From an optimization exercise on the open Yosys and OpenROAD flow, aimed at small area and a short achievable clock period; shortcuts taken in it are not production practice.
No functional check of the RTL was part of any run shown here.
Power figures rest on the tool's default switching activity, not on a simulated workload.

==> flow/design.v, too long to show whole: its modules and the start of the top module <==
// module CannyEdge: 878 lines
module CannyEdge(dAddrRegRow, dAddrRegCol, bWE, bCE, InData, OutData,
	OPMode, bOPEnable, dReadReg, dWriteReg,	clk, rst_b);
  // ...
==> flow/flow/run.sh <==
#!/bin/bash
# Layout flow: the standard flow (standard.sh), unchanged synthesis, plus
#  1. fapol.py on the synthesized netlist: full adders are self-dual, so
#     each fa cell may be fed complemented inputs and give complemented
#     outputs; fapol picks the polarities that need the fewest inverters
#     and rewrites the netlist (registers and ports untouched).
#  2. port buffers of a plain buffer cell (buf_2) instead of the default pick,
#  3. the resizer's setup margin raised so repair_timing keeps shortening
#     the critical paths past the 10 ns constraint,
#  4. a clock tree of smaller buffers and no dummy loads.
# Each tool's output goes to a log file in this folder.
set -u
R=orfs/results/${FLOW_PLATFORM:-sky130hd}/CannyEdge/base
export BUFFER_PORTS_ARGS="-buffer_cell sky130_fd_sc_hd__buf_2"
export SETUP_SLACK_MARGIN=${MARGIN:-5.6}
export CTS_ARGS="-sink_clustering_enable -repair_clock_nets -dont_use_dummy_load -buf_list sky130_fd_sc_hd__clkbuf_8 -sink_clustering_size 16 -sink_clustering_max_diameter 60"
bash standard.sh synth > synth.log 2>&1 || exit 1
if python3 flow/fapol.py $R/1_2_yosys.v $R/1_2_yosys_fapol.v > fapol.log 2>&1; then
  cp $R/1_2_yosys.v $R/1_2_yosys_std.v
  cp $R/1_2_yosys_fapol.v $R/1_2_yosys.v
  rm -f $R/1_synth.odb $R/1_synth.sdc
fi
bash standard.sh > standard.log 2>&1
==> flow/flow/fapol.py <==
#!/usr/bin/env python3
"""Full-adder polarity optimisation on a Yosys gate netlist (sky130hd).

A full adder is self-dual: fa(~a,~b,~c) = (~sum, ~cout).  Yosys's adder
extraction leaves many inverters between full adders; this pass chooses,
for each fa cell, whether to use it "flipped" (fed and producing
complemented signals) so that the number of inverters needed is minimal,
then rewrites the netlist.  The logic function at every register and port
is unchanged; registers are untouched.
usage: fapol.py in.v out.v
"""
import re, sys, random

src = open(sys.argv[1]).read()
INV = 'sky130_fd_sc_hd__inv_1'
FA = re.compile(r'sky130_fd_sc_hd__fa_\d+$')
OUTPINS = {'X', 'Y', 'Q', 'Q_N', 'SUM', 'COUT', 'HI', 'LO'}

# cell instances: type name ( pins );
cell_re = re.compile(r'^(\s*)(sky130_fd_sc_hd__\w+)\s+(\S+)\s*\((.*?)\);\s*$', re.S | re.M)
pin_re = re.compile(r'\.(\w+)\(\s*(.*?)\s*\)(?=\s*,|\s*$)', re.S)

cells = []
for m in cell_re.finditer(src):
    typ, name, body = m.group(2), m.group(3), m.group(4)
    pins = [(p, n.strip()) for p, n in pin_re.findall(body)]
    cells.append({'typ': typ, 'name': name, 'pins': pins, 'span': m.span()})

driver = {}
loads = {}
for i, c in enumerate(cells):
    for p, n in c['pins']:
        if p in OUTPINS:
            driver[n] = (i, p)
        else:
            loads.setdefault(n, []).append((i, p))

def is_inv(i):
    return cells[i]['typ'] == INV

def root(n):
    """follow inverters back: returns (root net, parity)"""
    q = 0
    while n in driver and is_inv(driver[n][0]):
        c = cells[driver[n][0]]
        n = dict(c['pins'])['A']
        q ^= 1
    return n, q

fa_ids = [i for i, c in enumerate(cells) if FA.match(c['typ'])]
fa_set = set(fa_ids)
inv_ids = [i for i, c in enumerate(cells) if c['typ'] == INV]

# demands: for every non-inverter consumer pin, which (root, parity) it needs
# (for fa pins, parity is relative to the fa's flip)
demands = []   # (consumer cell or None, pin, root, q)
nets_out_ports = set()
for i, c in enumerate(cells):
    if c['typ'] == INV:
        continue
    for p, n in c['pins']:
        if p in OUTPINS:
            continue
        if n.startswith("1'") or n == '':
            continue
        r, q = root(n)
        demands.append((i, p, r, q))

# module outputs / assigns that read nets: keep these nets' polarity as-is
assign_re = re.compile(r'^\s*assign\s+(.*?)\s*=\s*(.*?);', re.M)
port_reads = []
for m in assign_re.finditer(src):
    rhs = m.group(2).strip()
    if rhs in driver or rhs in loads:
        r, q = root(rhs)
        port_reads.append((rhs, r, q))

def root_pol(r, flip):
    d = driver.get(r)
    if d and d[0] in fa_set:
        return flip[d[0]]
    return 0

by_root = {}
for i, p, r, q in demands:
    by_root.setdefault(r, []).append((i, q))
for _, r, q in port_reads:
    by_root.setdefault(r, []).append((None, q))
fa_roots = {}
for i in fa_ids:
    rs = set()
    for p, n in cells[i]['pins']:
        if p in OUTPINS:
            rs.add(n)
        elif not (n.startswith("1'") or n == ''):
            rs.add(root(n)[0])
    fa_roots[i] = [r for r in rs if r in by_root]

def root_cost(r, flip):
    rp = root_pol(r, flip)
    wants = set(q ^ (flip[i] if i in fa_set else 0) for i, q in by_root[r])
    return sum(1 for w in wants if w != rp)

def total(flip):
    return sum(root_cost(r, flip) for r in by_root)

def search(flip, seed):
    rnd = random.Random(seed)
    improved = True
    while improved:
        improved = False
        order = fa_ids[:]
        rnd.shuffle(order)
        for i in order:
            before = sum(root_cost(r, flip) for r in fa_roots[i])
            flip[i] ^= 1
            after = sum(root_cost(r, flip) for r in fa_roots[i])
            if after < before or (after == before and rnd.random() < 0.3):
                if after < before:
                    improved = True
            else:
                flip[i] ^= 1
    return total(flip)

start = {i: 0 for i in fa_ids}
print('inverters before', len(inv_ids), 'needed with no flips', total(start), file=sys.stderr)
best, flip = None, None
for seed in range(40):
    f = {i: (random.Random(1000 + seed).random() < 0.5) * 1 if seed else 0 for i in fa_ids}
    c = search(f, seed)
    if best is None or c < best:
        best, flip = c, dict(f)
print('needed after', best, 'flipped', sum(flip.values()), file=sys.stderr)

if len(sys.argv) > 2:
    # rewrite: every (root, polarity) needed gets a net
    newcells = []
    invnet = {}
    cnt = [0]
    def net_for(r, want):
        if want == root_pol(r, flip):
            return r
        if r not in invnet:
            cnt[0] += 1
            nn = f'_fapol_{cnt[0]}_'
            invnet[r] = nn
            ra = r + ' ' if r.startswith('\\') else r
            newcells.append(f'  {INV} fapol_inv_{cnt[0]} (\n    .A({ra}),\n    .Y({nn})\n  );\n')
        return invnet[r]
    out = []
    last = 0
    for i, c in enumerate(cells):
        s, e = c['span']
        out.append(src[last:s])
        last = e
        if c['typ'] == INV:
            continue   # all inverters are re-created as needed
        pins = []
        for p, n in c['pins']:
            if p not in OUTPINS and not (n.startswith("1'") or n == ''):
                r, q = root(n)
                want = q ^ (flip[i] if i in fa_set else 0)
                n = net_for(r, want)
            pins.append(f'    .{p}({n}' + (' )' if n.startswith('\\') else ')'))
        out.append(f"  {c['typ']} {c['name']} (\n" + ',\n'.join(pins) + '\n  );')
    out.append(src[last:])
    text = ''.join(out)
    # port assigns
    def fix_assign(m):
        lhs, rhs = m.group(1), m.group(2).strip()
        if rhs in driver or rhs in loads:
            r, q = root(rhs)
            nn = net_for(r, q)
            return m.group(0).replace(m.group(2), nn + ' ' if nn.startswith('\\') else nn)
        return m.group(0)
    text = assign_re.sub(fix_assign, text)
    wires = ''.join(f'  wire {n};\n' for n in invnet.values())
    text = text.replace('endmodule', wires + ''.join(newcells) + 'endmodule')
    open(sys.argv[2], 'w').write(text)

==> flow/standard.sh <==
#!/bin/bash
# synth_recipe.tcl (not shown) runs the flow's synth.tcl, then flattens the netlist and writes it again
# the make line also repeats each setting of config.mk as NAME=value (left out here)
make -C /OpenROAD-flow-scripts/flow DESIGN_CONFIG=/design/flow/config.mk WORK_HOME=/design/flow/orfs CLKGATE_MAP_FILE= SYNTH_SCRIPT=/design/flow/synth_recipe.tcl "${@:-finish}"
==> flow/config.mk <==
export PLATFORM = sky130hd
export DESIGN_NAME = CannyEdge
export DESIGN_NICKNAME = CannyEdge
export VERILOG_FILES = /design/flow/design.v
export SDC_FILE = /design/flow/constraint.sdc
export NUM_CORES = 4
export LEC_CHECK = 0
export CAP_MARGIN = 20
export CORE_MARGIN = 2
export CORE_UTILIZATION = 40
export SLEW_MARGIN = 20
==> flow/constraint.sdc <==
create_clock -name core_clock -period 10.0 [get_ports {clk}]
set_input_delay 2.0000 -clock core_clock [delete_from_list [all_inputs] [get_ports {clk}]]
set_output_delay 2.0000 -clock core_clock [all_outputs]
set_load 0.01 [all_outputs]
==> impl_metrics.json, run 1 <==
{
  "finish.utilization_pct": 45.00,
  "path_delay_family": "adder cells",
  "ctsResizeCount": 59,
  "route.detailed.drc": 0,
  "clockBufferDepth": 3,
  "worstSkewPairLatency_ps": 670,
  "place_area_um2": 22390,
  "path_max_fanout": 2,
  "largestClassByArea": "multi-input gates",
  "rows": 84,
  "cts_tree": "done",
  "synthesis.area_um2": 21410,
  "syn-num-nets": 1968,
  "top_layer_used": "met5",
  "r2r_slack_ps": 5470,
  "use_met1_pct": 37.67,
  "gr-total-overflow": 0,
  "finalNonFillerCells": 2319,
  "run_status": "finished clean",
  "crit_path_start_kind": "flop",
  "gp_congestion": 1.074,
  "setup_viol": 0,
  "switching_power_uw": 541.8,
  "cts_sinks": 292,
  "period_minus_slack_ps": 4526,
  "cts_made_buffers": 28,
  "die-height_um": 235.3,
  "cp-end-kind": "flop",
  "syn_inst": 1509,
  "area_growth_syn_to_layout_pct": 10.92,
  "crit_cells": 8,
  "clkTransAtPathRegs_ps": 90
}
==> run 2: changes to the inputs <==
--- a/flow/design.v
+++ b/flow/design.v
@@ -14,17 +14,17 @@
 reg [1:0] y6c;			 
 reg z2, z6, z10, z18;		 
 reg [1:0] st;			 
 reg [1:0] pc;			 
 reg [1:0] dc;			 
 reg [7:0] Out_gf, Out_gradient;
 reg [1:0] Out_dir;		 
 reg       Out_bThres;
-reg [10:0] gs0, gs1, gs2;	 
+reg [11:0] gs0, gs1, gs2, gs3;	 
 reg signed [10:0] Gx, Gy;
 wire [7:0] rdec = 8'd1 << dAddrRegRow;
 wire [7:0] cdec = 8'd1 << dAddrRegCol;
 reg  [24:0] hit;
 integer hr, hc;
 always @(*) begin
 	hit = 25'd0;
 	for (hr = 0; hr < 8; hr = hr + 1)
@@ -37,17 +37,17 @@
 wire m_sob  = OPMode == 3'd1;
 wire m_nms  = OPMode == 3'd2;
 wire m_hys  = OPMode == 3'd3;
 wire [7:0] x0 = regX[0], x1 = regX[1], x2 = regX[2], x3 = regX[3], x4 = regX[4];
 wire [7:0] x5 = regX[5], x6 = regX[6], x7 = regX[7], x8 = regX[8], x9 = regX[9];
 wire [7:0] x10 = regX[10], x11 = regX[11], x12 = regX[12], x13 = regX[13], x14 = regX[14];
 wire [7:0] x15 = regX[15], x16 = regX[16], x17 = regX[17], x18 = regX[18], x19 = regX[19];
 wire [7:0] x20 = regX[20], x21 = regX[21], x22 = regX[22], x23 = regX[23], x24 = regX[24];
-wire [10:0] gsum0, gsum1, gsum2;
+wire [11:0] gsum0, gsum1, gsum2, gsum3;
 wire g_1 = x1[0] ^ x3[0] ^ x5[0];
 wire g_2 = (x1[0] & x3[0]) | (x1[0] & x5[0]) | (x3[0] & x5[0]);
 wire g_3 = x9[0] ^ x15[0] ^ x19[0];
 wire g_4 = (x9[0] & x15[0]) | (x9[0] & x19[0]) | (x15[0] & x19[0]);
 wire g_5 = x21[0] ^ x23[0] ^ g_1;
 wire g_6 = (x21[0] & x23[0]) | (x21[0] & g_1) | (x23[0] & g_1);
 wire g_7 = x1[1] ^ x3[1] ^ x5[1];
 wire g_8 = (x1[1] & x3[1]) | (x1[1] & x5[1]) | (x3[1] & x5[1]);
@@ -232,16 +232,17 @@
 wire g_187 = g_15 ^ g_181 ^ g_25;
 wire g_188 = (g_15 & g_181) | (g_15 & g_25) | (g_181 & g_25);
 wire g_189 = g_168 ^ g_170 ^ g_183;
 wire g_190 = (g_168 & g_170) | (g_168 & g_183) | (g_170 & g_183);
 wire g_191 = g_185 ^ g_27 ^ g_172;
 wire g_192 = (g_185 & g_27) | (g_185 & g_172) | (g_27 & g_172);
 wire g_193 = g_187 ^ g_189;
 wire g_194 = g_187 & g_189;
+wire [3:0] glow = {1'b0, g_191, g_169, g_155} + {1'b0, g_193, g_171, g_157};
 wire g_195 = x0[3] ^ x4[3] ^ x20[3];
 wire g_196 = (x0[3] & x4[3]) | (x0[3] & x20[3]) | (x4[3] & x20[3]);
 wire g_197 = x24[3] ^ x2[1] ^ x10[1];
 wire g_198 = (x24[3] & x2[1]) | (x24[3] & x10[1]) | (x2[1] & x10[1]);
 wire g_199 = x14[1] ^ x22[1] ^ x18[0];
 wire g_200 = (x14[1] & x22[1]) | (x14[1] & x18[0]) | (x22[1] & x18[0]);
 wire g_201 = x17[0] ^ g_93 ^ g_123;
 wire g_202 = (x17[0] & g_93) | (x17[0] & g_123) | (g_93 & g_123);
@@ -260,272 +261,250 @@
 wire g_215 = g_207 ^ g_209 ^ g_28;
 wire g_216 = (g_207 & g_209) | (g_207 & g_28) | (g_209 & g_28);
 wire g_217 = g_27 ^ g_211 ^ g_39;
 wire g_218 = (g_27 & g_211) | (g_27 & g_39) | (g_211 & g_39);
 wire g_219 = g_188 ^ g_190 ^ g_213;
 wire g_220 = (g_188 & g_190) | (g_188 & g_213) | (g_190 & g_213);
 wire g_221 = g_215 ^ g_194 ^ g_192;
 wire g_222 = (g_215 & g_194) | (g_215 & g_192) | (g_194 & g_192);
-wire g_223 = g_217 ^ g_219;
-wire g_224 = g_217 & g_219;
-wire [4:0] glow = {1'b0, g_221, g_191, g_169, g_155} + {1'b0, g_223, g_193, g_171, g_157};
-wire g_225 = x0[4] ^ x4[4] ^ x20[4];
-wire g_226 = (x0[4] & x4[4]) | (x0[4] & x20[4]) | (x4[4] & x20[4]);
-wire g_227 = x24[4] ^ x2[2] ^ x10[2];
-wire g_228 = (x24[4] & x2[2]) | (x24[4] & x10[2]) | (x2[2] & x10[2]);
-wire g_229 = x14[2] ^ x22[2] ^ x12[0];
-wire g_230 = (x14[2] & x22[2]) | (x14[2] & x12[0]) | (x22[2] & x12[0]);
-wire g_231 = g_95 ^ g_125 ^ g_196;
-wire g_232 = (g_95 & g_125) | (g_95 & g_196) | (g_125 & g_196);
-wire g_233 = g_198 ^ g_200 ^ g_225;
-wire g_234 = (g_198 & g_200) | (g_198 & g_225) | (g_200 & g_225);
-wire g_235 = g_227 ^ g_229 ^ g_97;
-wire g_236 = (g_227 & g_229) | (g_227 & g_97) | (g_229 & g_97);
-wire g_237 = g_127 ^ ~g_106 ^ ~g_109;
-wire g_238 = (g_127 & ~g_106) | (g_127 & ~g_109) | (~g_106 & ~g_109);
-wire g_239 = g_132 ^ g_135 ^ g_202;
-wire g_240 = (g_132 & g_135) | (g_132 & g_202) | (g_135 & g_202);
-wire g_241 = g_204 ^ g_231 ^ g_233;
-wire g_242 = (g_204 & g_231) | (g_204 & g_233) | (g_231 & g_233);
-wire g_243 = g_206 ^ g_235 ^ g_208;
-wire g_244 = (g_206 & g_235) | (g_206 & g_208) | (g_235 & g_208);
-wire g_245 = g_210 ^ g_237 ^ g_239;
-wire g_246 = (g_210 & g_237) | (g_210 & g_239) | (g_237 & g_239);
-wire g_247 = g_241 ^ g_28 ^ g_212;
-wire g_248 = (g_241 & g_28) | (g_241 & g_212) | (g_28 & g_212);
-wire g_249 = g_40 ^ g_51 ^ g_39;
-wire g_250 = (g_40 & g_51) | (g_40 & g_39) | (g_51 & g_39);
-wire g_251 = g_214 ^ g_243 ^ g_245;
-wire g_252 = (g_214 & g_243) | (g_214 & g_245) | (g_243 & g_245);
-wire g_253 = g_216 ^ g_247 ^ g_218;
-wire g_254 = (g_216 & g_247) | (g_216 & g_218) | (g_247 & g_218);
-wire g_255 = g_220 ^ g_249 ^ g_251;
-wire g_256 = (g_220 & g_249) | (g_220 & g_251) | (g_249 & g_251);
-wire g_257 = g_224 ^ g_222 ^ g_253;
-wire g_258 = (g_224 & g_222) | (g_224 & g_253) | (g_222 & g_253);
-wire g_259 = x0[5] ^ x4[5] ^ x20[5];
-wire g_260 = (x0[5] & x4[5]) | (x0[5] & x20[5]) | (x4[5] & x20[5]);
-wire g_261 = x24[5] ^ x2[3] ^ x10[3];
-wire g_262 = (x24[5] & x2[3]) | (x24[5] & x10[3]) | (x2[3] & x10[3]);
-wire g_263 = x14[3] ^ x22[3] ^ x12[1];
-wire g_264 = (x14[3] & x22[3]) | (x14[3] & x12[1]) | (x22[3] & x12[1]);
-wire g_265 = g_226 ^ g_228 ^ g_230;
-wire g_266 = (g_226 & g_228) | (g_226 & g_230) | (g_228 & g_230);
-wire g_267 = g_259 ^ g_261 ^ g_263;
-wire g_268 = (g_259 & g_261) | (g_259 & g_263) | (g_261 & g_263);
-wire g_269 = g_98 ^ g_128 ^ g_101;
-wire g_270 = (g_98 & g_128) | (g_98 & g_101) | (g_128 & g_101);
-wire g_271 = ~g_110 ^ ~g_113 ^ g_136;
-wire g_272 = (~g_110 & ~g_113) | (~g_110 & g_136) | (~g_113 & g_136);
-wire g_273 = g_139 ^ g_131 ^ g_232;
-wire g_274 = (g_139 & g_131) | (g_139 & g_232) | (g_131 & g_232);
-wire g_275 = g_234 ^ g_265 ^ g_267;
-wire g_276 = (g_234 & g_265) | (g_234 & g_267) | (g_265 & g_267);
-wire g_277 = g_236 ^ g_238 ^ g_240;
-wire g_278 = (g_236 & g_238) | (g_236 & g_240) | (g_238 & g_240);
-wire g_279 = g_242 ^ g_269 ^ g_271;
-wire g_280 = (g_242 & g_269) | (g_242 & g_271) | (g_269 & g_271);
-wire g_281 = g_273 ^ g_275 ^ g_52;
-wire g_282 = (g_273 & g_275) | (g_273 & g_52) | (g_275 & g_52);
-wire g_283 = g_63 ^ g_40 ^ g_51;
-wire g_284 = (g_63 & g_40) | (g_63 & g_51) | (g_40 & g_51);
-wire g_285 = g_244 ^ g_246 ^ g_277;
-wire g_286 = (g_244 & g_246) | (g_244 & g_277) | (g_246 & g_277);
-wire g_287 = g_279 ^ g_248 ^ g_250;
-wire g_288 = (g_279 & g_248) | (g_279 & g_250) | (g_248 & g_250);
-wire g_289 = g_252 ^ g_281 ^ g_283;
-wire g_290 = (g_252 & g_281) | (g_252 & g_283) | (g_281 & g_283);
-wire g_291 = g_285 ^ g_254 ^ g_256;
-wire g_292 = (g_285 & g_254) | (g_285 & g_256) | (g_254 & g_256);
-wire g_293 = g_287 ^ g_289;
-wire g_294 = g_287 & g_289;
-wire g_295 = x0[6] ^ x4[6] ^ x20[6];
-wire g_296 = (x0[6] & x4[6]) | (x0[6] & x20[6]) | (x4[6] & x20[6]);
-wire g_297 = x24[6] ^ x2[4] ^ x10[4];
-wire g_298 = (x24[6] & x2[4]) | (x24[6] & x10[4]) | (x2[4] & x10[4]);
-wire g_299 = x14[4] ^ x22[4] ^ x12[2];
-wire g_300 = (x14[4] & x22[4]) | (x14[4] & x12[2]) | (x22[4] & x12[2]);
-wire g_301 = g_260 ^ g_262 ^ g_264;
-wire g_302 = (g_260 & g_262) | (g_260 & g_264) | (g_262 & g_264);
-wire g_303 = g_295 ^ g_297 ^ g_299;
-wire g_304 = (g_295 & g_297) | (g_295 & g_299) | (g_297 & g_299);
-wire g_305 = g_102 ^ g_105 ^ ~g_114;
-wire g_306 = (g_102 & g_105) | (g_102 & ~g_114) | (g_105 & ~g_114);
-wire g_307 = ~g_117 ^ g_140 ^ g_143;
-wire g_308 = (~g_117 & g_140) | (~g_117 & g_143) | (g_140 & g_143);
-wire g_309 = g_132 ^ g_135 ^ g_266;
-wire g_310 = (g_132 & g_135) | (g_132 & g_266) | (g_135 & g_266);
-wire g_311 = g_268 ^ g_301 ^ g_303;
-wire g_312 = (g_268 & g_301) | (g_268 & g_303) | (g_301 & g_303);
-wire g_313 = g_270 ^ g_272 ^ g_274;
-wire g_314 = (g_270 & g_272) | (g_270 & g_274) | (g_272 & g_274);
-wire g_315 = g_276 ^ g_305 ^ g_307;
-wire g_316 = (g_276 & g_305) | (g_276 & g_307) | (g_305 & g_307);
-wire g_317 = g_309 ^ g_311 ^ g_64;
-wire g_318 = (g_309 & g_311) | (g_309 & g_64) | (g_311 & g_64);
-wire g_319 = g_75 ^ g_52 ^ g_63;
-wire g_320 = (g_75 & g_52) | (g_75 & g_63) | (g_52 & g_63);
-wire g_321 = g_278 ^ g_280 ^ g_313;
-wire g_322 = (g_278 & g_280) | (g_278 & g_313) | (g_280 & g_313);
-wire g_323 = g_315 ^ g_282 ^ g_284;
-wire g_324 = (g_315 & g_282) | (g_315 & g_284) | (g_282 & g_284);
-wire g_325 = g_286 ^ g_317 ^ g_319;
-wire g_326 = (g_286 & g_317) | (g_286 & g_319) | (g_317 & g_319);
-wire g_327 = g_321 ^ g_288 ^ g_290;
-wire g_328 = (g_321 & g_288) | (g_321 & g_290) | (g_288 & g_290);
-wire g_329 = g_323 ^ g_325 ^ g_294;
-wire g_330 = (g_323 & g_325) | (g_323 & g_294) | (g_325 & g_294);
-wire g_331 = x0[7] ^ x4[7] ^ x20[7];
-wire g_332 = (x0[7] & x4[7]) | (x0[7] & x20[7]) | (x4[7] & x20[7]);
-wire g_333 = x24[7] ^ x2[5] ^ x10[5];
-wire g_334 = (x24[7] & x2[5]) | (x24[7] & x10[5]) | (x2[5] & x10[5]);
-wire g_335 = x14[5] ^ x22[5] ^ x12[3];
-wire g_336 = (x14[5] & x22[5]) | (x14[5] & x12[3]) | (x22[5] & x12[3]);
-wire g_337 = g_296 ^ g_298 ^ g_300;
-wire g_338 = (g_296 & g_298) | (g_296 & g_300) | (g_298 & g_300);
-wire g_339 = g_331 ^ g_333 ^ g_335;
-wire g_340 = (g_331 & g_333) | (g_331 & g_335) | (g_333 & g_335);
-wire g_341 = g_106 ^ g_109 ^ ~g_118;
-wire g_342 = (g_106 & g_109) | (g_106 & ~g_118) | (g_109 & ~g_118);
-wire g_343 = ~g_121 ^ g_144 ^ g_147;
-wire g_344 = (~g_121 & g_144) | (~g_121 & g_147) | (g_144 & g_147);
-wire g_345 = g_136 ^ g_139 ^ g_302;
-wire g_346 = (g_136 & g_139) | (g_136 & g_302) | (g_139 & g_302);
-wire g_347 = g_304 ^ g_337 ^ g_339;
-wire g_348 = (g_304 & g_337) | (g_304 & g_339) | (g_337 & g_339);
-wire g_349 = g_306 ^ g_308 ^ g_310;
-wire g_350 = (g_306 & g_308) | (g_306 & g_310) | (g_308 & g_310);
-wire g_351 = g_312 ^ g_341 ^ g_343;
-wire g_352 = (g_312 & g_341) | (g_312 & g_343) | (g_341 & g_343);
-wire g_353 = g_345 ^ g_347 ^ g_76;
-wire g_354 = (g_345 & g_347) | (g_345 & g_76) | (g_347 & g_76);
-wire g_355 = g_87 ^ g_64 ^ g_75;
-wire g_356 = (g_87 & g_64) | (g_87 & g_75) | (g_64 & g_75);
-wire g_357 = g_314 ^ g_316 ^ g_349;
-wire g_358 = (g_314 & g_316) | (g_314 & g_349) | (g_316 & g_349);
-wire g_359 = g_351 ^ g_318 ^ g_320;
-wire g_360 = (g_351 & g_318) | (g_351 & g_320) | (g_318 & g_320);
-wire g_361 = g_322 ^ g_353 ^ g_355;
-wire g_362 = (g_322 & g_353) | (g_322 & g_355) | (g_353 & g_355);
-wire g_363 = g_357 ^ g_324 ^ g_326;
-wire g_364 = (g_357 & g_324) | (g_357 & g_326) | (g_324 & g_326);
-wire g_365 = g_359 ^ g_361 ^ g_328;
-wire g_366 = (g_359 & g_361) | (g_359 & g_328) | (g_361 & g_328);
-wire g_367 = x2[6] ^ x10[6] ^ x14[6];
-wire g_368 = (x2[6] & x10[6]) | (x2[6] & x14[6]) | (x10[6] & x14[6]);
-wire g_369 = x22[6] ^ x12[4] ^ ~g_120;
-wire g_370 = (x22[6] & x12[4]) | (x22[6] & ~g_120) | (x12[4] & ~g_120);
-wire g_371 = g_332 ^ g_334 ^ g_336;
-wire g_372 = (g_332 & g_334) | (g_332 & g_336) | (g_334 & g_336);
-wire g_373 = g_367 ^ g_110 ^ g_113;
-wire g_374 = (g_367 & g_110) | (g_367 & g_113) | (g_110 & g_113);
-wire g_375 = ~g_122 ^ g_148 ^ g_151;
-wire g_376 = (~g_122 & g_148) | (~g_122 & g_151) | (g_148 & g_151);
-wire g_377 = g_140 ^ g_143 ^ g_338;
-wire g_378 = (g_140 & g_143) | (g_140 & g_338) | (g_143 & g_338);
-wire g_379 = g_340 ^ g_369 ^ g_371;
-wire g_380 = (g_340 & g_369) | (g_340 & g_371) | (g_369 & g_371);
-wire g_381 = g_342 ^ g_344 ^ g_346;
-wire g_382 = (g_342 & g_344) | (g_342 & g_346) | (g_344 & g_346);
-wire g_383 = g_348 ^ g_373 ^ g_375;
-wire g_384 = (g_348 & g_373) | (g_348 & g_375) | (g_373 & g_375);
-wire g_385 = g_377 ^ g_379 ^ g_88;
-wire g_386 = (g_377 & g_379) | (g_377 & g_88) | (g_379 & g_88);
-wire g_387 = g_91 ^ g_76 ^ g_87;
-wire g_388 = (g_91 & g_76) | (g_91 & g_87) | (g_76 & g_87);
-wire g_389 = g_350 ^ g_352 ^ g_381;
-wire g_390 = (g_350 & g_352) | (g_350 & g_381) | (g_352 & g_381);
-wire g_391 = g_383 ^ g_354 ^ g_356;
-wire g_392 = (g_383 & g_354) | (g_383 & g_356) | (g_354 & g_356);
-wire g_393 = g_358 ^ g_385 ^ g_387;
-wire g_394 = (g_358 & g_385) | (g_358 & g_387) | (g_385 & g_387);
-wire g_395 = g_389 ^ g_360 ^ g_362;
-wire g_396 = (g_389 & g_360) | (g_389 & g_362) | (g_360 & g_362);
-wire g_397 = g_391 ^ g_393 ^ g_364;
-wire g_398 = (g_391 & g_393) | (g_391 & g_364) | (g_393 & g_364);
-wire g_399 = x2[7] ^ x10[7] ^ x14[7];
-wire g_400 = (x2[7] & x10[7]) | (x2[7] & x14[7]) | (x10[7] & x14[7]);
-wire g_401 = x22[7] ^ ~1'b0 ^ ~1'b0;
-wire g_402 = (x22[7] & ~1'b0) | (x22[7] & ~1'b0) | (~1'b0 & ~1'b0);
-wire g_403 = x12[5] ^ g_150 ^ g_368;
-wire g_404 = (x12[5] & g_150) | (x12[5] & g_368) | (g_150 & g_368);
-wire g_405 = g_399 ^ g_401 ^ g_114;
-wire g_406 = (g_399 & g_401) | (g_399 & g_114) | (g_401 & g_114);
-wire g_407 = g_117 ^ g_152 ^ g_144;
-wire g_408 = (g_117 & g_152) | (g_117 & g_144) | (g_152 & g_144);
-wire g_409 = g_147 ^ g_370 ^ g_372;
-wire g_410 = (g_147 & g_370) | (g_147 & g_372) | (g_370 & g_372);
-wire g_411 = g_403 ^ g_90 ^ g_374;
-wire g_412 = (g_403 & g_90) | (g_403 & g_374) | (g_90 & g_374);
-wire g_413 = g_376 ^ g_378 ^ g_380;
-wire g_414 = (g_376 & g_378) | (g_376 & g_380) | (g_378 & g_380);
-wire g_415 = g_405 ^ g_407 ^ g_409;
-wire g_416 = (g_405 & g_407) | (g_405 & g_409) | (g_407 & g_409);
-wire g_417 = g_92 ^ g_88 ^ g_91;
-wire g_418 = (g_92 & g_88) | (g_92 & g_91) | (g_88 & g_91);
-wire g_419 = g_382 ^ g_384 ^ g_411;
-wire g_420 = (g_382 & g_384) | (g_382 & g_411) | (g_384 & g_411);
-wire g_421 = g_413 ^ g_415 ^ g_386;
-wire g_422 = (g_413 & g_415) | (g_413 & g_386) | (g_415 & g_386);
-wire g_423 = g_388 ^ g_390 ^ g_417;
-wire g_424 = (g_388 & g_390) | (g_388 & g_417) | (g_390 & g_417);
-wire g_425 = g_419 ^ g_392 ^ g_394;
-wire g_426 = (g_419 & g_392) | (g_419 & g_394) | (g_392 & g_394);
-wire g_427 = g_421 ^ g_423 ^ g_396;
-wire g_428 = (g_421 & g_423) | (g_421 & g_396) | (g_423 & g_396);
-wire g_429 = ~1'b0 ^ ~1'b0 ^ x12[6];
-wire g_430 = (~1'b0 & ~1'b0) | (~1'b0 & x12[6]) | (~1'b0 & x12[6]);
-wire g_431 = g_400 ^ g_402 ^ g_429;
-wire g_432 = (g_400 & g_402) | (g_400 & g_429) | (g_402 & g_429);
-wire g_433 = g_118 ^ g_121 ^ g_148;
-wire g_434 = (g_118 & g_121) | (g_118 & g_148) | (g_121 & g_148);
-wire g_435 = g_151 ^ g_404 ^ g_431;
-wire g_436 = (g_151 & g_404) | (g_151 & g_431) | (g_404 & g_431);
-wire g_437 = g_90 ^ g_406 ^ g_408;
-wire g_438 = (g_90 & g_406) | (g_90 & g_408) | (g_406 & g_408);
-wire g_439 = g_410 ^ g_433 ^ g_435;
-wire g_440 = (g_410 & g_433) | (g_410 & g_435) | (g_433 & g_435);
-wire g_441 = g_92 ^ g_412 ^ g_414;
-wire g_442 = (g_92 & g_412) | (g_92 & g_414) | (g_412 & g_414);
-wire g_443 = g_416 ^ g_437 ^ g_439;
-wire g_444 = (g_416 & g_437) | (g_416 & g_439) | (g_437 & g_439);
-wire g_445 = g_418 ^ g_420 ^ g_441;
-wire g_446 = (g_418 & g_420) | (g_418 & g_441) | (g_420 & g_441);
-wire g_447 = g_443 ^ g_422 ^ g_424;
-wire g_448 = (g_443 & g_422) | (g_443 & g_424) | (g_422 & g_424);
-wire g_449 = g_445 ^ g_426;
-wire g_450 = g_445 & g_426;
-wire g_451 = ~1'b0 ^ ~1'b0 ^ x12[7];
-wire g_452 = (~1'b0 & ~1'b0) | (~1'b0 & x12[7]) | (~1'b0 & x12[7]);
-wire g_453 = g_120 ^ g_150 ^ g_430;
-wire g_454 = (g_120 & g_150) | (g_120 & g_430) | (g_150 & g_430);
-wire g_455 = g_451 ^ g_122 ^ g_152;
-wire g_456 = (g_451 & g_122) | (g_451 & g_152) | (g_122 & g_152);
-wire g_457 = g_432 ^ g_453 ^ g_434;
-wire g_458 = (g_432 & g_453) | (g_432 & g_434) | (g_453 & g_434);
-wire g_459 = g_436 ^ g_455 ^ g_438;
-wire g_460 = (g_436 & g_455) | (g_436 & g_438) | (g_455 & g_438);
-wire g_461 = g_440 ^ g_457 ^ g_442;
-wire g_462 = (g_440 & g_457) | (g_440 & g_442) | (g_457 & g_442);
-wire g_463 = g_444 ^ g_459 ^ g_446;
-wire g_464 = (g_444 & g_459) | (g_444 & g_446) | (g_459 & g_446);
-wire g_465 = g_461 ^ g_448;
-wire g_466 = g_461 & g_448;
-wire g_467 = g_452 ^ g_454 ^ g_456;
-wire g_468 = (g_452 & g_454) | (g_452 & g_456) | (g_454 & g_456);
-wire g_469 = g_458 ^ g_467 ^ g_460;
-wire g_470 = (g_458 & g_467) | (g_458 & g_460) | (g_467 & g_460);
-wire g_471 = g_462 ^ g_469;
-wire g_472 = g_462 & g_469;
-wire g_473 = 1'b1 ^ g_468;
-wire g_474 = 1'b1 & g_468;
-assign gsum0 = {1'b1, g_470, g_464, g_463, g_447, g_425, g_395, g_363, g_292, g_258, g_255};
-assign gsum1 = {g_474, g_472, g_466, g_450, g_428, g_398, g_366, g_330, g_327, g_291, glow[4]};
-assign gsum2 = {1'b0, g_473, g_471, g_465, g_449, g_427, g_397, g_365, g_329, g_293, g_257};
+wire g_223 = x0[4] ^ x4[4] ^ x20[4];
+wire g_224 = (x0[4] & x4[4]) | (x0[4] & x20[4]) | (x4[4] & x20[4]);
+wire g_225 = x24[4] ^ x2[2] ^ x10[2];
+wire g_226 = (x24[4] & x2[2]) | (x24[4] & x10[2]) | (x2[2] & x10[2]);
+wire g_227 = x14[2] ^ x22[2] ^ x12[0];
+wire g_228 = (x14[2] & x22[2]) | (x14[2] & x12[0]) | (x22[2] & x12[0]);
+wire g_229 = g_95 ^ g_125 ^ g_196;
+wire g_230 = (g_95 & g_125) | (g_95 & g_196) | (g_125 & g_196);
+wire g_231 = g_198 ^ g_200 ^ g_223;
+wire g_232 = (g_198 & g_200) | (g_198 & g_223) | (g_200 & g_223);
+wire g_233 = g_225 ^ g_227 ^ g_97;
+wire g_234 = (g_225 & g_227) | (g_225 & g_97) | (g_227 & g_97);
+wire g_235 = g_127 ^ ~g_106 ^ ~g_109;
+wire g_236 = (g_127 & ~g_106) | (g_127 & ~g_109) | (~g_106 & ~g_109);
+wire g_237 = g_132 ^ g_135 ^ g_202;
+wire g_238 = (g_132 & g_135) | (g_132 & g_202) | (g_135 & g_202);
+wire g_239 = g_204 ^ g_229 ^ g_231;
+wire g_240 = (g_204 & g_229) | (g_204 & g_231) | (g_229 & g_231);
+wire g_241 = g_206 ^ g_233 ^ g_208;
+wire g_242 = (g_206 & g_233) | (g_206 & g_208) | (g_233 & g_208);
+wire g_243 = g_210 ^ g_235 ^ g_237;
+wire g_244 = (g_210 & g_235) | (g_210 & g_237) | (g_235 & g_237);
+wire g_245 = g_239 ^ g_28 ^ g_212;
+wire g_246 = (g_239 & g_28) | (g_239 & g_212) | (g_28 & g_212);
+wire g_247 = g_40 ^ g_51 ^ g_39;
+wire g_248 = (g_40 & g_51) | (g_40 & g_39) | (g_51 & g_39);
+wire g_249 = g_214 ^ g_241 ^ g_243;
+wire g_250 = (g_214 & g_241) | (g_214 & g_243) | (g_241 & g_243);
+wire g_251 = g_216 ^ g_245 ^ g_218;
+wire g_252 = (g_216 & g_245) | (g_216 & g_218) | (g_245 & g_218);
+wire g_253 = g_220 ^ g_247;
+wire g_254 = g_220 & g_247;
+wire g_255 = x0[5] ^ x4[5] ^ x20[5];
+wire g_256 = (x0[5] & x4[5]) | (x0[5] & x20[5]) | (x4[5] & x20[5]);
+wire g_257 = x24[5] ^ x2[3] ^ x10[3];
+wire g_258 = (x24[5] & x2[3]) | (x24[5] & x10[3]) | (x2[3] & x10[3]);
+wire g_259 = x14[3] ^ x22[3] ^ x12[1];
+wire g_260 = (x14[3] & x22[3]) | (x14[3] & x12[1]) | (x22[3] & x12[1]);
+wire g_261 = g_224 ^ g_226 ^ g_228;
+wire g_262 = (g_224 & g_226) | (g_224 & g_228) | (g_226 & g_228);
+wire g_263 = g_255 ^ g_257 ^ g_259;
+wire g_264 = (g_255 & g_257) | (g_255 & g_259) | (g_257 & g_259);
+wire g_265 = g_98 ^ g_128 ^ g_101;
+wire g_266 = (g_98 & g_128) | (g_98 & g_101) | (g_128 & g_101);
+wire g_267 = ~g_110 ^ ~g_113 ^ g_136;
+wire g_268 = (~g_110 & ~g_113) | (~g_110 & g_136) | (~g_113 & g_136);
+wire g_269 = g_139 ^ g_131 ^ g_230;
+wire g_270 = (g_139 & g_131) | (g_139 & g_230) | (g_131 & g_230);
+wire g_271 = g_232 ^ g_261 ^ g_263;
+wire g_272 = (g_232 & g_261) | (g_232 & g_263) | (g_261 & g_263);
+wire g_273 = g_234 ^ g_236 ^ g_238;
+wire g_274 = (g_234 & g_236) | (g_234 & g_238) | (g_236 & g_238);
+wire g_275 = g_240 ^ g_265 ^ g_267;
+wire g_276 = (g_240 & g_265) | (g_240 & g_267) | (g_265 & g_267);
+wire g_277 = g_269 ^ g_271 ^ g_52;
+wire g_278 = (g_269 & g_271) | (g_269 & g_52) | (g_271 & g_52);
+wire g_279 = g_63 ^ g_40 ^ g_51;
+wire g_280 = (g_63 & g_40) | (g_63 & g_51) | (g_40 & g_51);
+wire g_281 = g_242 ^ g_244 ^ g_273;
+wire g_282 = (g_242 & g_244) | (g_242 & g_273) | (g_244 & g_273);
+wire g_283 = g_275 ^ g_246 ^ g_248;
+wire g_284 = (g_275 & g_246) | (g_275 & g_248) | (g_246 & g_248);
+wire g_285 = g_250 ^ g_277 ^ g_279;
+wire g_286 = (g_250 & g_277) | (g_250 & g_279) | (g_277 & g_279);
+wire g_287 = g_281 ^ g_254;
+wire g_288 = g_281 & g_254;
+wire g_289 = x0[6] ^ x4[6] ^ x20[6];
+wire g_290 = (x0[6] & x4[6]) | (x0[6] & x20[6]) | (x4[6] & x20[6]);
+wire g_291 = x24[6] ^ x2[4] ^ x10[4];
+wire g_292 = (x24[6] & x2[4]) | (x24[6] & x10[4]) | (x2[4] & x10[4]);
+wire g_293 = x14[4] ^ x22[4] ^ x12[2];
+wire g_294 = (x14[4] & x22[4]) | (x14[4] & x12[2]) | (x22[4] & x12[2]);
+wire g_295 = g_256 ^ g_258 ^ g_260;
+wire g_296 = (g_256 & g_258) | (g_256 & g_260) | (g_258 & g_260);
+wire g_297 = g_289 ^ g_291 ^ g_293;
+wire g_298 = (g_289 & g_291) | (g_289 & g_293) | (g_291 & g_293);
+wire g_299 = g_102 ^ g_105 ^ ~g_114;
+wire g_300 = (g_102 & g_105) | (g_102 & ~g_114) | (g_105 & ~g_114);
+wire g_301 = ~g_117 ^ g_140 ^ g_143;
+wire g_302 = (~g_117 & g_140) | (~g_117 & g_143) | (g_140 & g_143);
+wire g_303 = g_132 ^ g_135 ^ g_262;
+wire g_304 = (g_132 & g_135) | (g_132 & g_262) | (g_135 & g_262);
+wire g_305 = g_264 ^ g_295 ^ g_297;
+wire g_306 = (g_264 & g_295) | (g_264 & g_297) | (g_295 & g_297);
+wire g_307 = g_266 ^ g_268 ^ g_270;
+wire g_308 = (g_266 & g_268) | (g_266 & g_270) | (g_268 & g_270);
+wire g_309 = g_272 ^ g_299 ^ g_301;
+wire g_310 = (g_272 & g_299) | (g_272 & g_301) | (g_299 & g_301);
+wire g_311 = g_303 ^ g_305 ^ g_64;
+wire g_312 = (g_303 & g_305) | (g_303 & g_64) | (g_305 & g_64);
+wire g_313 = g_75 ^ g_52 ^ g_63;
+wire g_314 = (g_75 & g_52) | (g_75 & g_63) | (g_52 & g_63);
+wire g_315 = g_274 ^ g_276 ^ g_307;
+wire g_316 = (g_274 & g_276) | (g_274 & g_307) | (g_276 & g_307);
+wire g_317 = g_309 ^ g_278 ^ g_280;
+wire g_318 = (g_309 & g_278) | (g_309 & g_280) | (g_278 & g_280);
+wire g_319 = g_282 ^ g_311 ^ g_313;
+wire g_320 = (g_282 & g_311) | (g_282 & g_313) | (g_311 & g_313);
+wire g_321 = g_315 ^ g_284 ^ g_286;
+wire g_322 = (g_315 & g_284) | (g_315 & g_286) | (g_284 & g_286);
+wire g_323 = x0[7] ^ x4[7] ^ x20[7];
+wire g_324 = (x0[7] & x4[7]) | (x0[7] & x20[7]) | (x4[7] & x20[7]);
+wire g_325 = x24[7] ^ x2[5] ^ x10[5];
+wire g_326 = (x24[7] & x2[5]) | (x24[7] & x10[5]) | (x2[5] & x10[5]);
+wire g_327 = x14[5] ^ x22[5] ^ x12[3];
+wire g_328 = (x14[5] & x22[5]) | (x14[5] & x12[3]) | (x22[5] & x12[3]);
+wire g_329 = g_290 ^ g_292 ^ g_294;
+wire g_330 = (g_290 & g_292) | (g_290 & g_294) | (g_292 & g_294);
+wire g_331 = g_323 ^ g_325 ^ g_327;
+wire g_332 = (g_323 & g_325) | (g_323 & g_327) | (g_325 & g_327);
+wire g_333 = g_106 ^ g_109 ^ ~g_118;
+wire g_334 = (g_106 & g_109) | (g_106 & ~g_118) | (g_109 & ~g_118);
+wire g_335 = ~g_121 ^ g_144 ^ g_147;
+wire g_336 = (~g_121 & g_144) | (~g_121 & g_147) | (g_144 & g_147);
+wire g_337 = g_136 ^ g_139 ^ g_296;
+wire g_338 = (g_136 & g_139) | (g_136 & g_296) | (g_139 & g_296);
+wire g_339 = g_298 ^ g_329 ^ g_331;
+wire g_340 = (g_298 & g_329) | (g_298 & g_331) | (g_329 & g_331);
+wire g_341 = g_300 ^ g_302 ^ g_304;
+wire g_342 = (g_300 & g_302) | (g_300 & g_304) | (g_302 & g_304);
+wire g_343 = g_306 ^ g_333 ^ g_335;
+wire g_344 = (g_306 & g_333) | (g_306 & g_335) | (g_333 & g_335);
+wire g_345 = g_337 ^ g_339 ^ g_76;
+wire g_346 = (g_337 & g_339) | (g_337 & g_76) | (g_339 & g_76);
+wire g_347 = g_87 ^ g_64 ^ g_75;
+wire g_348 = (g_87 & g_64) | (g_87 & g_75) | (g_64 & g_75);
+wire g_349 = g_308 ^ g_310 ^ g_341;
+wire g_350 = (g_308 & g_310) | (g_308 & g_341) | (g_310 & g_341);
+wire g_351 = g_343 ^ g_312 ^ g_314;
+wire g_352 = (g_343 & g_312) | (g_343 & g_314) | (g_312 & g_314);
+wire g_353 = g_316 ^ g_345 ^ g_347;
+wire g_354 = (g_316 & g_345) | (g_316 & g_347) | (g_345 & g_347);
+wire g_355 = g_349 ^ g_318 ^ g_320;
+wire g_356 = (g_349 & g_318) | (g_349 & g_320) | (g_318 & g_320);
+wire g_357 = x2[6] ^ x10[6] ^ x14[6];
+wire g_358 = (x2[6] & x10[6]) | (x2[6] & x14[6]) | (x10[6] & x14[6]);
+wire g_359 = x22[6] ^ x12[4] ^ ~g_120;
+wire g_360 = (x22[6] & x12[4]) | (x22[6] & ~g_120) | (x12[4] & ~g_120);
+wire g_361 = g_324 ^ g_326 ^ g_328;
+wire g_362 = (g_324 & g_326) | (g_324 & g_328) | (g_326 & g_328);
+wire g_363 = g_357 ^ g_110 ^ g_113;
+wire g_364 = (g_357 & g_110) | (g_357 & g_113) | (g_110 & g_113);
+wire g_365 = ~g_122 ^ g_148 ^ g_151;
+wire g_366 = (~g_122 & g_148) | (~g_122 & g_151) | (g_148 & g_151);
+wire g_367 = g_140 ^ g_143 ^ g_330;
+wire g_368 = (g_140 & g_143) | (g_140 & g_330) | (g_143 & g_330);
+wire g_369 = g_332 ^ g_359 ^ g_361;
+wire g_370 = (g_332 & g_359) | (g_332 & g_361) | (g_359 & g_361);
+wire g_371 = g_334 ^ g_336 ^ g_338;
+wire g_372 = (g_334 & g_336) | (g_334 & g_338) | (g_336 & g_338);
+wire g_373 = g_340 ^ g_363 ^ g_365;
+wire g_374 = (g_340 & g_363) | (g_340 & g_365) | (g_363 & g_365);
+wire g_375 = g_367 ^ g_369 ^ g_88;
+wire g_376 = (g_367 & g_369) | (g_367 & g_88) | (g_369 & g_88);
+wire g_377 = g_91 ^ g_76 ^ g_87;
+wire g_378 = (g_91 & g_76) | (g_91 & g_87) | (g_76 & g_87);
+wire g_379 = g_342 ^ g_344 ^ g_371;
+wire g_380 = (g_342 & g_344) | (g_342 & g_371) | (g_344 & g_371);
+wire g_381 = g_373 ^ g_346 ^ g_348;
+wire g_382 = (g_373 & g_346) | (g_373 & g_348) | (g_346 & g_348);
+wire g_383 = g_350 ^ g_375 ^ g_377;
+wire g_384 = (g_350 & g_375) | (g_350 & g_377) | (g_375 & g_377);
+wire g_385 = g_379 ^ g_352 ^ g_354;
+wire g_386 = (g_379 & g_352) | (g_379 & g_354) | (g_352 & g_354);
+wire g_387 = x2[7] ^ x10[7] ^ x14[7];
+wire g_388 = (x2[7] & x10[7]) | (x2[7] & x14[7]) | (x10[7] & x14[7]);
+wire g_389 = x22[7] ^ ~1'b0 ^ ~1'b0;
+wire g_390 = (x22[7] & ~1'b0) | (x22[7] & ~1'b0) | (~1'b0 & ~1'b0);
+wire g_391 = x12[5] ^ g_150 ^ g_358;
+wire g_392 = (x12[5] & g_150) | (x12[5] & g_358) | (g_150 & g_358);
+wire g_393 = g_387 ^ g_389 ^ g_114;
+wire g_394 = (g_387 & g_389) | (g_387 & g_114) | (g_389 & g_114);
+wire g_395 = g_117 ^ g_152 ^ g_144;
+wire g_396 = (g_117 & g_152) | (g_117 & g_144) | (g_152 & g_144);
+wire g_397 = g_147 ^ g_360 ^ g_362;
+wire g_398 = (g_147 & g_360) | (g_147 & g_362) | (g_360 & g_362);
+wire g_399 = g_391 ^ g_90 ^ g_364;
+wire g_400 = (g_391 & g_90) | (g_391 & g_364) | (g_90 & g_364);
+wire g_401 = g_366 ^ g_368 ^ g_370;
+wire g_402 = (g_366 & g_368) | (g_366 & g_370) | (g_368 & g_370);
+wire g_403 = g_393 ^ g_395 ^ g_397;
+wire g_404 = (g_393 & g_395) | (g_393 & g_397) | (g_395 & g_397);
+wire g_405 = g_92 ^ g_88 ^ g_91;
+wire g_406 = (g_92 & g_88) | (g_92 & g_91) | (g_88 & g_91);
+wire g_407 = g_372 ^ g_374 ^ g_399;
+wire g_408 = (g_372 & g_374) | (g_372 & g_399) | (g_374 & g_399);
+wire g_409 = g_401 ^ g_403 ^ g_376;
+wire g_410 = (g_401 & g_403) | (g_401 & g_376) | (g_403 & g_376);
+wire g_411 = g_378 ^ g_380 ^ g_405;
+wire g_412 = (g_378 & g_380) | (g_378 & g_405) | (g_380 & g_405);
+wire g_413 = g_407 ^ g_382 ^ g_384;
+wire g_414 = (g_407 & g_382) | (g_407 & g_384) | (g_382 & g_384);
+wire g_415 = ~1'b0 ^ ~1'b0 ^ x12[6];
+wire g_416 = (~1'b0 & ~1'b0) | (~1'b0 & x12[6]) | (~1'b0 & x12[6]);
+wire g_417 = g_388 ^ g_390 ^ g_415;
+wire g_418 = (g_388 & g_390) | (g_388 & g_415) | (g_390 & g_415);
+wire g_419 = g_118 ^ g_121 ^ g_148;
+wire g_420 = (g_118 & g_121) | (g_118 & g_148) | (g_121 & g_148);
+wire g_421 = g_151 ^ g_392 ^ g_417;
+wire g_422 = (g_151 & g_392) | (g_151 & g_417) | (g_392 & g_417);
+wire g_423 = g_90 ^ g_394 ^ g_396;
+wire g_424 = (g_90 & g_394) | (g_90 & g_396) | (g_394 & g_396);
+wire g_425 = g_398 ^ g_419 ^ g_421;
+wire g_426 = (g_398 & g_419) | (g_398 & g_421) | (g_419 & g_421);
+wire g_427 = g_92 ^ g_400 ^ g_402;
+wire g_428 = (g_92 & g_400) | (g_92 & g_402) | (g_400 & g_402);
+wire g_429 = g_404 ^ g_423 ^ g_425;
+wire g_430 = (g_404 & g_423) | (g_404 & g_425) | (g_423 & g_425);
+wire g_431 = g_406 ^ g_408 ^ g_427;
+wire g_432 = (g_406 & g_408) | (g_406 & g_427) | (g_408 & g_427);
+wire g_433 = g_429 ^ g_410;
+wire g_434 = g_429 & g_410;
+wire g_435 = ~1'b0 ^ ~1'b0 ^ x12[7];
+wire g_436 = (~1'b0 & ~1'b0) | (~1'b0 & x12[7]) | (~1'b0 & x12[7]);
+wire g_437 = g_120 ^ g_150 ^ g_416;
+wire g_438 = (g_120 & g_150) | (g_120 & g_416) | (g_150 & g_416);
+wire g_439 = g_435 ^ g_122 ^ g_152;
+wire g_440 = (g_435 & g_122) | (g_435 & g_152) | (g_122 & g_152);
+wire g_441 = g_418 ^ g_437 ^ g_420;
+wire g_442 = (g_418 & g_437) | (g_418 & g_420) | (g_437 & g_420);
+wire g_443 = g_422 ^ g_439 ^ g_424;
+wire g_444 = (g_422 & g_439) | (g_422 & g_424) | (g_439 & g_424);
+wire g_445 = g_426 ^ g_441 ^ g_428;
+wire g_446 = (g_426 & g_441) | (g_426 & g_428) | (g_441 & g_428);
+wire g_447 = g_430 ^ g_443;
+wire g_448 = g_430 & g_443;
+wire g_449 = g_436 ^ g_438 ^ g_440;
+wire g_450 = (g_436 & g_438) | (g_436 & g_440) | (g_438 & g_440);
+wire g_451 = g_442 ^ g_449;
+wire g_452 = g_442 & g_449;
+assign gsum0 = {1'b1, 1'b1, g_444, g_432, g_412, g_409, g_381, g_351, g_317, g_252, g_249, g_217};
+assign gsum1 = {1'b0, g_450, g_448, g_445, g_431, g_411, g_383, g_353, g_319, g_283, g_222, g_219};
+assign gsum2 = {1'b0, g_452, g_446, g_434, g_414, g_386, g_356, g_322, g_288, g_285, g_251, glow[3]};
+assign gsum3 = {1'b0, 1'b0, g_451, g_447, g_433, g_413, g_385, g_355, g_321, g_287, g_253, g_221};
 wire signed [10:0] gx_n = {3'b0, x2} + {3'b0, x12} + {2'b0, x7, 1'b0}
                         - {3'b0, x0} - {3'b0, x10} - {2'b0, x5, 1'b0};
 wire signed [10:0] gy_n = {3'b0, x0} + {3'b0, x2} + {2'b0, x1, 1'b0}
                         - {3'b0, x10} - {3'b0, x12} - {2'b0, x11, 1'b0};
 wire sx = Gx[10], sy = Gy[10];
 wire [10:0] A = Gx ^ {11{sx}};
 wire [10:0] B = Gy ^ {11{sy}};
 wire sg_1 = A[0] ^ B[0] ^ sx;
@@ -806,17 +785,17 @@
 		Out_gradient <= 8'd0;
 		Out_dir <= 2'd0;
 		Out_bThres <= 1'b0;
 	end else if (bCE) begin
 		if (bOPEnable)
 			st <= 2'd0;
 		else if (m_gau) begin
 			if (st == 2'd0) st <= 2'd1;
-			else if (st == 2'd1) Out_gf <= (gs0 + gs1 + gs2) >> 3;
+			else if (st == 2'd1) Out_gf <= (gs0 + gs1 + gs2 + gs3) >> 4;
 		end else if (m_sob) begin
 			st <= (st == 2'd3) ? 2'd3 : st + 2'd1;
 			if (st == 2'd1) Out_gradient <= asum[10:3];
 			if (st == 2'd3) Out_dir <= dir_n;
 		end else if (m_nms | m_hys) begin
 			if (st == 2'd0) begin
 				pc <= y6c;
 				if (m_hys) dc <= pc;
@@ -865,15 +844,16 @@
 		4'd3: OutData <= xr;
 		4'd4: OutData <= {7'd0, Out_bThres};
 		default: ;
 		endcase
 	if (rst_b && step && m_gau && st == 2'd0) begin
 		gs0 <= gsum0;
 		gs1 <= gsum1;
 		gs2 <= gsum2;
+		gs3 <= gsum3;
 	end
 	if (rst_b && step && m_sob && st == 2'd0) begin
 		Gx <= gx_n;
 		Gy <= gy_n;
 	end
 end
 endmodule
--- a/flow/flow/run.sh
+++ b/flow/flow/run.sh
@@ -7,17 +7,17 @@
 #  2. port buffers of a plain buffer cell (buf_2) instead of the default pick,
 #  3. the resizer's setup margin raised so repair_timing keeps shortening
 #     the critical paths past the 10 ns constraint,
 #  4. a clock tree of smaller buffers and no dummy loads.
 # Each tool's output goes to a log file in this folder.
 set -u
 R=orfs/results/${FLOW_PLATFORM:-sky130hd}/CannyEdge/base
 export BUFFER_PORTS_ARGS="-buffer_cell sky130_fd_sc_hd__buf_2"
-export SETUP_SLACK_MARGIN=${MARGIN:-5.6}
+export SETUP_SLACK_MARGIN=${MARGIN:-6.2}
 export CTS_ARGS="-sink_clustering_enable -repair_clock_nets -dont_use_dummy_load -buf_list sky130_fd_sc_hd__clkbuf_8 -sink_clustering_size 16 -sink_clustering_max_diameter 60"
 bash standard.sh synth > synth.log 2>&1 || exit 1
 if python3 flow/fapol.py $R/1_2_yosys.v $R/1_2_yosys_fapol.v > fapol.log 2>&1; then
   cp $R/1_2_yosys.v $R/1_2_yosys_std.v
   cp $R/1_2_yosys_fapol.v $R/1_2_yosys.v
   rm -f $R/1_synth.odb $R/1_synth.sdc
 fi
 bash standard.sh > standard.log 2>&1
==> run 2 against run 1 <==
Still clean. Sequential power up 4%. Critical path depth down 1. Sequential share of layout area down 0.53 points. Clock skew down 8.1 ps. Via count down 0.93%. Synthesized cell count down 1.5%. Fmax up 9.2%. Final cell count up 2.1%. Sequential cell count up 11. Critical path type unchanged. Highest routed layer is now met4.
==> impl_metrics.json, run 2 <==
{
  "run_status": "finished clean",
  "clockBufferDepth": 3,
  "p_int_mw": 1.773,
  "gr-total-overflow": 0,
  "io_pins": 38,
  "detail_route.wl_per_cell_um": 30.76,
  "rsz0062_at_grt": "true",
  "htreeDepth": 2,
  "finish.net_count": 2141,
  "grt_max_degree": 43,
  "gp_congestion": 0.9731,
  "leakage_nw": 8.880,
  "die-height_um": 235.5,
  "critPathMaxStageDelay_ps": 600,
  "antenna_found_initial": 2,
  "grt_usage_pct": 26.50,
  "root_buffer": "clkbuf_8",
  "avgSynthCellArea_um2": 14.42,
  "grt_pass1_wl_um": 103900,
  "syn-num-nets": 1947,
  "start_util_pct": 40.63,
  "path_delay_family": "adder cells",
  "drt-initial-drc-count": 1767,
  "largest_register_ffs": 200,
  "fin_worst_skew_ps": 71.38,
  "finalPower_mw": 2.349,
  "critPathArrivalTime_ps": 4450,
  "cp-end-kind": "flop",
  "die_w_um": 235.5,
  "cp_cell_sequence": "fa_2 -> fa_2 -> fa_1 -> fa_2 -> fa_1 -> fa_2 -> fa_2",
  "p_per_area_nw_per_um2": 93.84,
  "clkTransAtPathRegs_ps": 100,
  "period_minus_slack_ps": 4145,
  "ant_nets": 0,
  "cpMostUsedCell": "fa_2",
  "switching_power_uw": 576.7,
  "peakVddDrop_uv": 66.26,
  "mostFrequentLayoutCells": "edfxtp_1, fa_1, inv_1, buf_4, ha_1",
  "place.detailed.hpwl_um": 55670,
  "viasPerCell": 5.886,
  "hold_viol_final": 0,
  "routed_wl_um": 72850,
  "regMostFlops": "regX",
  "die_area_um2": 55460,
  "required_ps": 10310,
  "ctsHoldBuffers": 0,
  "period_share_pct": 41.45,
  "slew_violations": 0,
  "fmax_ghz": 0.2413,
  "setup_viol": 0,
  "syn_inst": 1487,
  "path_max_fanout": 2,
  "route.detailed.drc": 0,
  "cts_sinks": 303,
  "synthesis.area_um2": 21440,
  "port_buffers": 37,
  "drive_gt1_share_pct": 25.97,
  "cts_tree": "done",
  "pwr-share-comb_pct": 7.7,
  "rows": 84,
  "p_seq_share_pct": 60.1,
  "nFillCells": 4616,
  "yosysWarningCount": 2,
  "area_growth_syn_to_layout_pct": 16.80,
  "dr_total_vias": 13940,
  "fin_setup_tns_ps": 0,
  "slew_headroom_pct": 46.42,
  "worst_pin_slew_ps": 799.3,
  "clock_power_share_pct": 32.2,
  "crit_path_start_kind": "flop",
  "slowest_stage": "fa_2",
  "switching_share_pct": 24.55,
  "critPathKind": "reg -> reg",
  "core_area_um2": 52760,
  "maxCapViolations": 0,
  "worstSkewPairLatency_ps": 630,
  "final_common_cell": "edfxtp_1",
  "worstHoldPathType": "reg -> reg",
  "drtPass1Iterations": 7,
  "crit_buf_inv": 0,
  "grt_pass1_vias": 14520,
  "cts_made_buffers": 35
}
==> run 2: area by class of cell <==
class	count	area [µm²]	area share [%]
Multi-Input combinational cell	1008	12640	50.49
Sequential cell	303	8986	35.89
Timing Repair Buffer	193	1538	6.142
Tap cell	688	860.8	3.438
Inverter	140	525.5	2.099
Clock buffer	35	481.7	1.924
Antenna cell	1	2.502	0.009995
==> run 2: repair_timing <==
| action | 4_1_cts | 5_1_grt |
|---|---|---|
| endpoints found under the setup margin | 200 | 221 |
| buffers inserted | 90 | 49 |
| hold endpoints to repair | 0 | 0 |
| pin swaps | 65 | 72 |
| resized for setup | 108 | 52 |
==> run 2: worst paths after layout <==
| check | startpoint | end | slack, ps | cells past startpoint |
|---|---|---|---|---|
| min | Out_gf[4] | Out_gf[4] | 480 | 2 |
| max | regX[1][4] | gs3[3] | 5860 | 7 |
| max in group asynchronous | rst_b | dc[1] | 8230 | 1 |
| min reg2reg | Out_gf[4] | Out_gf[4] | 480 | 2 |
| max reg2reg | regX[1][4] | gs3[3] | 5860 | 7 |
| min in group asynchronous | rst_b | Out_gf[5] | 1360 | 1 |
==> run 2: stage by stage <==
stage               cell area (µm²)  hold slack [ps]  utilization, %  cells  setup WS (ps)
floorplan                     21710            441.3               -   1487           5720
global route                  25040            499.7           47.45   2368           5822
CTS                           24350            491.6           46.16   2318           5862
detailed placement            22730            465.7           43.08   2193           5110
global placement              22710            460.9           43.05   2193           5154
finish                        25040            484.6           47.45   2368           5855
==> run 2: power by group through the flow <==
stage | clock network (mW) | registers [mW] | logic [mW]
after global routing | 0.815 | 1.41 | 0.197
final | 0.757 | 1.41 | 0.181
after CTS | 0.771 | 1.41 | 0.174
after global placement | 0 | 1.44 | 0.167
after detailed placement | 0 | 1.44 | 0.169
after floorplan | 0 | 1.43 | 0.103
==> run 2: layer usage <==
metal | GRT usage (%) | share of wire [%] | vias up
met4 | 15.81 | 7.0 | 0
met3 | 4.409 | 8.1 | 209
met2 | 40.86 | 45 | 771
li1 | - | - | 5778
met1 | 35.45 | 40 | 7181
met5 | 0 | 0 | -
==> run 2: tightest hold or removal path, delay by kind of cell (launching register included) <==
| kind | cells | cell delay, ps |
|---|---|---|
| flops | 1 | 350 |
| compound gates | 1 | 60 |
| simple gates | 1 | 50 |

-- port drivers added, routing unchanged --
How much do the figures lean on ideal ports? The routed layouts below were timed once more, with nothing changed but the port constraints.
Step 1: set_driving_cell puts a clkbuf_16 on clk and a buf_2 on each other input, an assumption about the parent block.
Step 2 adds t to the input delays and takes it off the output delays; t is the mean of the earliest and latest rising clock arrival at the registers after step 1. Input paths then give back, and output paths get back, about the clock's delay inside the block.
Slacks: no drivers / after step 1 / after step 2; pairs: no drivers / after step 1.
run	t, ns	slack for setup (ns)	worst setup path after step 2	worst register clock-pin slew, ns
run 1	0.679	5.474 / 5.474 / 5.067	input to register	0.11 / 0.11
run 2	0.643	5.855 / 5.855 / 5.568	input to register	0.11 / 0.11
After both steps every run listed still meets setup and hold. The setup slack of run 1, which loses most, moves by 0.000 ns with the drivers and by -0.407 ns with both steps.
